This design comes from an exercise in tuning for small area, a short achievable clock period and few clock cycles on the open sky130 flow, not from production work.
RTL that was checked went through simulation tests only; none was proved equivalent to the original.

trial 85:
==> module line_drawer, before the edit <==
module line_drawer (
    input             clk,
    input             rst_,
    input      [51:0] in_op,
    input             in_rts,
    output            in_rtr,
    output            v_valid,
    output     [15:0] v_grp,        
    output     [7:0]  v_mask,
    output     [11:0] v_col,
    input             v_take,
    output            busy
);
    localparam S_DIFF = 3'd0, S_ABS = 3'd1, S_ORDER = 3'd2, S_DMAG = 3'd3, S_ERR = 3'd4,
               S_DRAW = 3'd5;
    reg        rdy;             
    reg [2:0]  state;
    reg [9:0]  x1, x2;
    reg [7:0]  y1, y2;
    reg [11:0] col;
    reg        xgt, ygt;
    reg        xmaj, mdec;
    reg [7:0]  cnt, m;          
    wire signed [8:0] err  = x2[8:0];
    wire [8:0]        ndmag = {|y2, y2};
    reg [7:0]  gmask;           
    reg  nrdy_o;
    assign in_rtr = !nrdy_o;
    wire drawing = !rdy && (state == S_DRAW);
    wire last    = (cnt == 8'd0);
    wire [7:0] pbit = 8'd1 << x1[2:0];
    wire leave   = last || !xmaj || !err[8] || (x1[2:0] == 3'd7);
    wire step    = drawing && (!leave || v_take);
    assign v_valid = drawing && leave;
    assign v_grp   = {1'b0, y1, x1[9:3]};
    assign v_mask  = gmask | pbit;
    assign v_col   = col;
    assign busy    = !rdy;
    wire [8:0]  ddx = x2[8:0] - x1[8:0];          
    wire [8:0]  ddy = {1'b0, y2} - {1'b0, y1};    
    wire [8:0]  cmm = {1'b0, cnt} - {1'b0, m};
    wire        dxge = !cmm[8];
    wire       swp  = dxge ? xgt : ygt;
    always @(posedge clk or negedge rst_) begin
        if (!rst_) begin
            rdy    <= 1'b1;
            nrdy_o <= 1'b0;
            state  <= S_DIFF;
        end else begin
            if (rdy) begin
                if (in_rts) begin
                    rdy    <= 1'b0;
                    nrdy_o <= 1'b1;
                    state  <= S_DIFF;
                end
            end else begin
                case (state)
                    S_DIFF:  state <= S_ABS;
                    S_ABS:   state <= S_ORDER;
                    S_ORDER: state <= S_DMAG;
                    S_DMAG:  state <= S_ERR;
                    S_ERR:   state <= S_DRAW;
                    default: if (step && last) begin
                        rdy    <= 1'b1;
                        nrdy_o <= 1'b0;
                    end
                endcase
            end
        end
    end
    always @(posedge clk) begin
        if (rdy) begin
            if (in_rts) begin
                x1  <= in_op[51:42];
                y1  <= in_op[39:32];
                x2  <= in_op[31:22];
                y2  <= in_op[19:12];
                col <= in_op[11:0];
            end
        end else begin
            case (state)
                S_DIFF: begin
                    xgt <= ddx[8];
                    ygt <= ddy[8];
                    cnt <= ddx[7:0];
                    m   <= ddy[7:0];
                end
                S_ABS: begin
                    if (xgt) cnt <= 8'd0 - cnt;
                    if (ygt) m   <= 8'd0 - m;
                end
                S_ORDER: begin
                    xmaj <= dxge;
                    if (swp) begin
                        x1 <= x2;
                        y1 <= y2;
                    end
                    mdec <= swp ^ (dxge ? ygt : xgt);
                    if (!dxge) begin
                        cnt <= m;
                        m   <= cnt;
                    end
                    gmask <= 8'd0;
                end
                S_DMAG: y2 <= cmm[7:0];
                S_ERR: begin
                    x2 <= 10'd0 - {2'b0, y2};
                    y2 <= 8'd0 - y2;
                end
                default: if (step) begin
                    gmask <= leave ? 8'd0 : (gmask | pbit);
                    if (!last) begin
                        cnt <= cnt - 8'd1;
                        if (xmaj) begin
                            x1 <= x1 + 10'd1;
                            if (!err[8]) y1 <= mdec ? y1 - 8'd1 : y1 + 8'd1;
                        end else begin
                            y1 <= y1 + 8'd1;
                            if (!err[8]) x1 <= mdec ? x1 - 10'd1 : x1 + 10'd1;
                        end
                        x2[8:0] <= err + (err[8] ? {1'b0, m} : ndmag);
                    end
                end
            endcase
        end
    end
endmodule
==> module read_modify_write_engine, before the edit <==
module read_modify_write_engine (
    input             clk,
    input             rst_,
    input             l_valid,
    input      [15:0] l_grp,
    input      [7:0]  l_mask,
    input      [11:0] l_col,
    output            l_take,
    input             c_valid,
    input      [15:0] c_grp,
    input      [7:0]  c_mask,
    input      [11:0] c_col,
    output            c_take,
    output reg [16:0] mem_addr,
    output reg [3:0]  mem_wben,
    output reg [31:0] mem_wdata,
    input      [31:0] mem_rdata,
    output            busy
);
    reg        vval;         
    reg [2:0]  ph;           
    reg        vrd;          
    reg [7:0]  vmask;
    reg [11:0] vcol;
    reg        sv;           
    reg [8:0]  s_y;
    reg [6:0]  s_xg;
    reg        pick_c;
    wire free      = !sv && (!vval || ph[2]);
    wire sel_valid = pick_c ? c_valid : l_valid;
    wire oth_valid = pick_c ? l_valid : c_valid;
    assign c_take = free && pick_c && c_valid;
    assign l_take = free && !pick_c && l_valid;
    wire take   = free && sel_valid;
    wire [7:0]  smask = pick_c ? c_mask : l_mask;
    wire [11:0] scol  = pick_c ? c_col  : l_col;
    wire [15:0] sg    = pick_c ? c_grp : l_grp;
    wire        spart = (smask[0] ^ smask[1]) | (smask[2] ^ smask[3])
                      | (smask[4] ^ smask[5]) | (smask[6] ^ smask[7]);
    wire [16:0] sB    = {s_y, 8'b0} - {4'b0, s_y, 4'b0} + {9'b0, s_xg, 1'b0} + {10'b0, s_xg};
    wire [3:0] wnib = (ph == 3'd2) ? vcol[11:8] : (ph == 3'd3) ? vcol[7:4] : vcol[3:0];
    function [3:0] bytes_of;
        input [7:0] m;
        bytes_of = {m[7] | m[6], m[5] | m[4], m[3] | m[2], m[1] | m[0]};
    endfunction
    function [31:0] merge;
        input [31:0] old;
        input [7:0]  m;
        input [3:0]  n;
        integer i;
        begin
            for (i = 0; i < 8; i = i + 1)
                merge[4*i +: 4] = m[i] ? n : old[4*i +: 4];
        end
    endfunction
    assign busy = vval || sv;
    always @(posedge clk or negedge rst_) begin
        if (!rst_) begin
            vval     <= 1'b0;
            sv       <= 1'b0;
            ph       <= 3'd0;
            pick_c   <= 1'b0;
            mem_wben <= 4'b0;
        end else begin
            sv <= take;
            if (oth_valid && (take || !sel_valid))
                pick_c <= !pick_c;
            if (sv) begin
                vval     <= 1'b1;
                ph       <= vrd ? 3'd0 : 3'd3;
                mem_wben <= vrd ? 4'b0 : bytes_of(vmask);
            end else if (!vval || ph == 3'd5) begin
                vval     <= 1'b0;
                mem_wben <= 4'b0;
            end else begin
                ph       <= ph + 3'd1;
                mem_wben <= (ph >= 3'd2) ? bytes_of(vmask) : 4'b0;
            end
        end
    end
    always @(posedge clk) begin
        if (take) begin
            s_y   <= sg[15:7];
            s_xg  <= sg[6:0];
            vrd   <= spart;
            vmask <= smask;
            vcol  <= scol;
        end
        if (sv)
            mem_addr <= sB;
        else
            mem_addr <= (ph == 3'd2) ? mem_addr - 17'd2 : mem_addr + 17'd1;
        mem_wdata <= merge(mem_rdata, vmask, sv ? vcol[11:8] : wnib);
    end
endmodule
export LEC_CHECK = 0
export CAP_MARGIN = 20
export CORE_MARGIN = 2
export CORE_UTILIZATION = 40
export CTS_CLUSTER_DIAMETER = 100
export CTS_CLUSTER_SIZE = 20
export SLEW_MARGIN = 20
create_clock -name core_clock -period 10.0 [get_ports {clk}]
standard.sh (not shown) runs the stock make flow with config.mk's settings and CLKGATE_MAP_FILE= SYNTH_SCRIPT=/design/flow/synth_recipe.tcl, a recipe that flattens the netlist after the stock synthesis.
==> flow/flow/run.sh <==
#!/bin/bash
# The standard layout (standard.sh) with two repair settings changed:
#  - the port buffers are sky130_fd_sc_hd__buf_1 (buffer_ports picks
#    clkdlybuf4s50_1 by default, a slow delay cell);
set -euo pipefail
sed "s|CLKGATE_MAP_FILE= |CLKGATE_MAP_FILE= SETUP_SLACK_MARGIN=6.8 'BUFFER_PORTS_ARGS=-buffer_cell sky130_fd_sc_hd__buf_1' |" standard.sh > standard_tuned.sh
bash standard_tuned.sh > flow.log 2>&1
Trial 85: full flow OK, the timing, DRC and antenna checks passed
#### Input delta (build 28 over trial 85)
--- a/flow/design.v
+++ b/flow/design.v
@@ -20,13 +20,13 @@
     reg [7:0]  y1, y2;
     reg [11:0] col;
     reg        xgt, ygt;
     reg        xmaj, mdec;
     reg [7:0]  cnt, m;          
     wire signed [8:0] err  = x2[8:0];
-    wire [8:0]        ndmag = {|y2, y2};
+    wire [7:0]        dmag = y2;
     reg [7:0]  gmask;           
     reg  nrdy_o;
     assign in_rtr = !nrdy_o;
     wire drawing = !rdy && (state == S_DRAW);
     wire last    = (cnt == 8'd0);
     wire [7:0] pbit = 8'd1 << x1[2:0];
@@ -101,28 +101,25 @@
                         cnt <= m;
                         m   <= cnt;
                     end
                     gmask <= 8'd0;
                 end
                 S_DMAG: y2 <= cmm[7:0];
-                S_ERR: begin
-                    x2 <= 10'd0 - {2'b0, y2};
-                    y2 <= 8'd0 - y2;
-                end
+                S_ERR:  x2 <= 10'd0 - {2'b0, y2};
                 default: if (step) begin
                     gmask <= leave ? 8'd0 : (gmask | pbit);
                     if (!last) begin
                         cnt <= cnt - 8'd1;
                         if (xmaj) begin
                             x1 <= x1 + 10'd1;
                             if (!err[8]) y1 <= mdec ? y1 - 8'd1 : y1 + 8'd1;
                         end else begin
                             y1 <= y1 + 8'd1;
                             if (!err[8]) x1 <= mdec ? x1 - 10'd1 : x1 + 10'd1;
                         end
-                        x2[8:0] <= err + (err[8] ? {1'b0, m} : ndmag);
+                        x2[8:0] <= err[8] ? err + {1'b0, m} : err - {1'b0, dmag};
                     end
                 end
             endcase
         end
     end
 endmodule
@@ -254,28 +251,27 @@
 );
     reg        vval;         
     reg [2:0]  ph;           
     reg        vrd;          
     reg [7:0]  vmask;
     reg [11:0] vcol;
-    reg        sv;           
-    reg [8:0]  s_y;
-    reg [6:0]  s_xg;
+    reg        free;         
     reg        pick_c;
-    wire free      = !sv && (!vval || ph[2]);
     wire sel_valid = pick_c ? c_valid : l_valid;
     wire oth_valid = pick_c ? l_valid : c_valid;
     assign c_take = free && pick_c && c_valid;
     assign l_take = free && !pick_c && l_valid;
     wire take   = free && sel_valid;
     wire [7:0]  smask = pick_c ? c_mask : l_mask;
     wire [11:0] scol  = pick_c ? c_col  : l_col;
     wire [15:0] sg    = pick_c ? c_grp : l_grp;
+    wire [8:0]  sy    = sg[15:7];
+    wire [6:0]  sxg   = sg[6:0];
+    wire [16:0] sB    = {sy, 8'b0} - {4'b0, sy, 4'b0} + {9'b0, sxg, 1'b0} + {10'b0, sxg};
     wire        spart = (smask[0] ^ smask[1]) | (smask[2] ^ smask[3])
                       | (smask[4] ^ smask[5]) | (smask[6] ^ smask[7]);
-    wire [16:0] sB    = {s_y, 8'b0} - {4'b0, s_y, 4'b0} + {9'b0, s_xg, 1'b0} + {10'b0, s_xg};
     wire [3:0] wnib = (ph == 3'd2) ? vcol[11:8] : (ph == 3'd3) ? vcol[7:4] : vcol[3:0];
     function [3:0] bytes_of;
         input [7:0] m;
         bytes_of = {m[7] | m[6], m[5] | m[4], m[3] | m[2], m[1] | m[0]};
     endfunction
     function [31:0] merge;
@@ -285,50 +281,48 @@
         integer i;
         begin
             for (i = 0; i < 8; i = i + 1)
                 merge[4*i +: 4] = m[i] ? n : old[4*i +: 4];
         end
     endfunction
-    assign busy = vval || sv;
+    assign busy = vval;
     always @(posedge clk or negedge rst_) begin
         if (!rst_) begin
             vval     <= 1'b0;
-            sv       <= 1'b0;
+            free     <= 1'b1;
             ph       <= 3'd0;
             pick_c   <= 1'b0;
             mem_wben <= 4'b0;
         end else begin
-            sv <= take;
+            free <= !take && (!vval || ph == 3'd4 || ph == 3'd5);
             if (oth_valid && (take || !sel_valid))
                 pick_c <= !pick_c;
-            if (sv) begin
+            if (take) begin
                 vval     <= 1'b1;
-                ph       <= vrd ? 3'd0 : 3'd3;
-                mem_wben <= vrd ? 4'b0 : bytes_of(vmask);
-            end else if (!vval || ph == 3'd5) begin
+                ph       <= spart ? 3'd0 : 3'd3;
+                mem_wben <= spart ? 4'b0 : bytes_of(smask);
+            end else if (free) begin
                 vval     <= 1'b0;
                 mem_wben <= 4'b0;
             end else begin
                 ph       <= ph + 3'd1;
                 mem_wben <= (ph >= 3'd2) ? bytes_of(vmask) : 4'b0;
             end
         end
     end
     always @(posedge clk) begin
         if (take) begin
-            s_y   <= sg[15:7];
-            s_xg  <= sg[6:0];
             vrd   <= spart;
             vmask <= smask;
             vcol  <= scol;
         end
-        if (sv)
+        if (take)
             mem_addr <= sB;
         else
             mem_addr <= (ph == 3'd2) ? mem_addr - 17'd2 : mem_addr + 17'd1;
-        mem_wdata <= merge(mem_rdata, vmask, sv ? vcol[11:8] : wnib);
+        mem_wdata <= merge(mem_rdata, take ? smask : vmask, take ? scol[11:8] : wnib);
     end
 endmodule
 `timescale 1ns / 1ps
 module draw_subsystem(
     input               clk,
     input               rst_,
--- outcome ---
- Looking at number of sequential cells, build 28 sits 17 lower than trial 85 does.
- [compare] base=trial 85 new=build 28: minimum period implied by the final worst setup slack rose by 0.015 ns; wire length lower; multi-input logic area went up; max-capacitance violation count roughly the same.
- Between trial 85 and build 28, the flow reports number of vias per cell after detailed routing decreasing slightly.
Testbench counts of build 28, summed over its fixed seeds: cycles 94,772.
For trial 85, only the layout was checked, not whether the RTL still works.

what the ideal ports hide:
The results above use ideal ports. As a check the final layouts listed here were re-extracted and re-timed, cells and wires unchanged. Step 1 (the two cells are an assumption about what drives the block):
set clk [get_ports {clk}]
set_driving_cell -lib_cell sky130_fd_sc_hd__clkbuf_16 $clk
set_driving_cell -lib_cell sky130_fd_sc_hd__buf_2 [delete_from_list [all_inputs] $clk]
Step 2 times the ports against the registers' clock, not the clock port: input delays grow and output delays shrink by t, the midpoint of the rising clock arrivals with the driver on. a / b / c = ideal ports / drivers / drivers and shift; a / b = the first two.
| run | shift t [ns] | setup WS [ns] | hold WS [ns] |
|---|---|---|---|
| trial 85 | 0.577 | 6.852 / 6.797 / 6.375 | 0.550 / 0.550 / 0.550 |
| build 28 | 0.575 | 6.837 / 6.787 / 6.473 | 0.413 / 0.413 / 0.413 |
After both steps every run listed still meets setup and hold. For trial 85, which loses most, drivers alone change the setup slack by -0.055 ns; drivers and shift together by -0.477 ns.
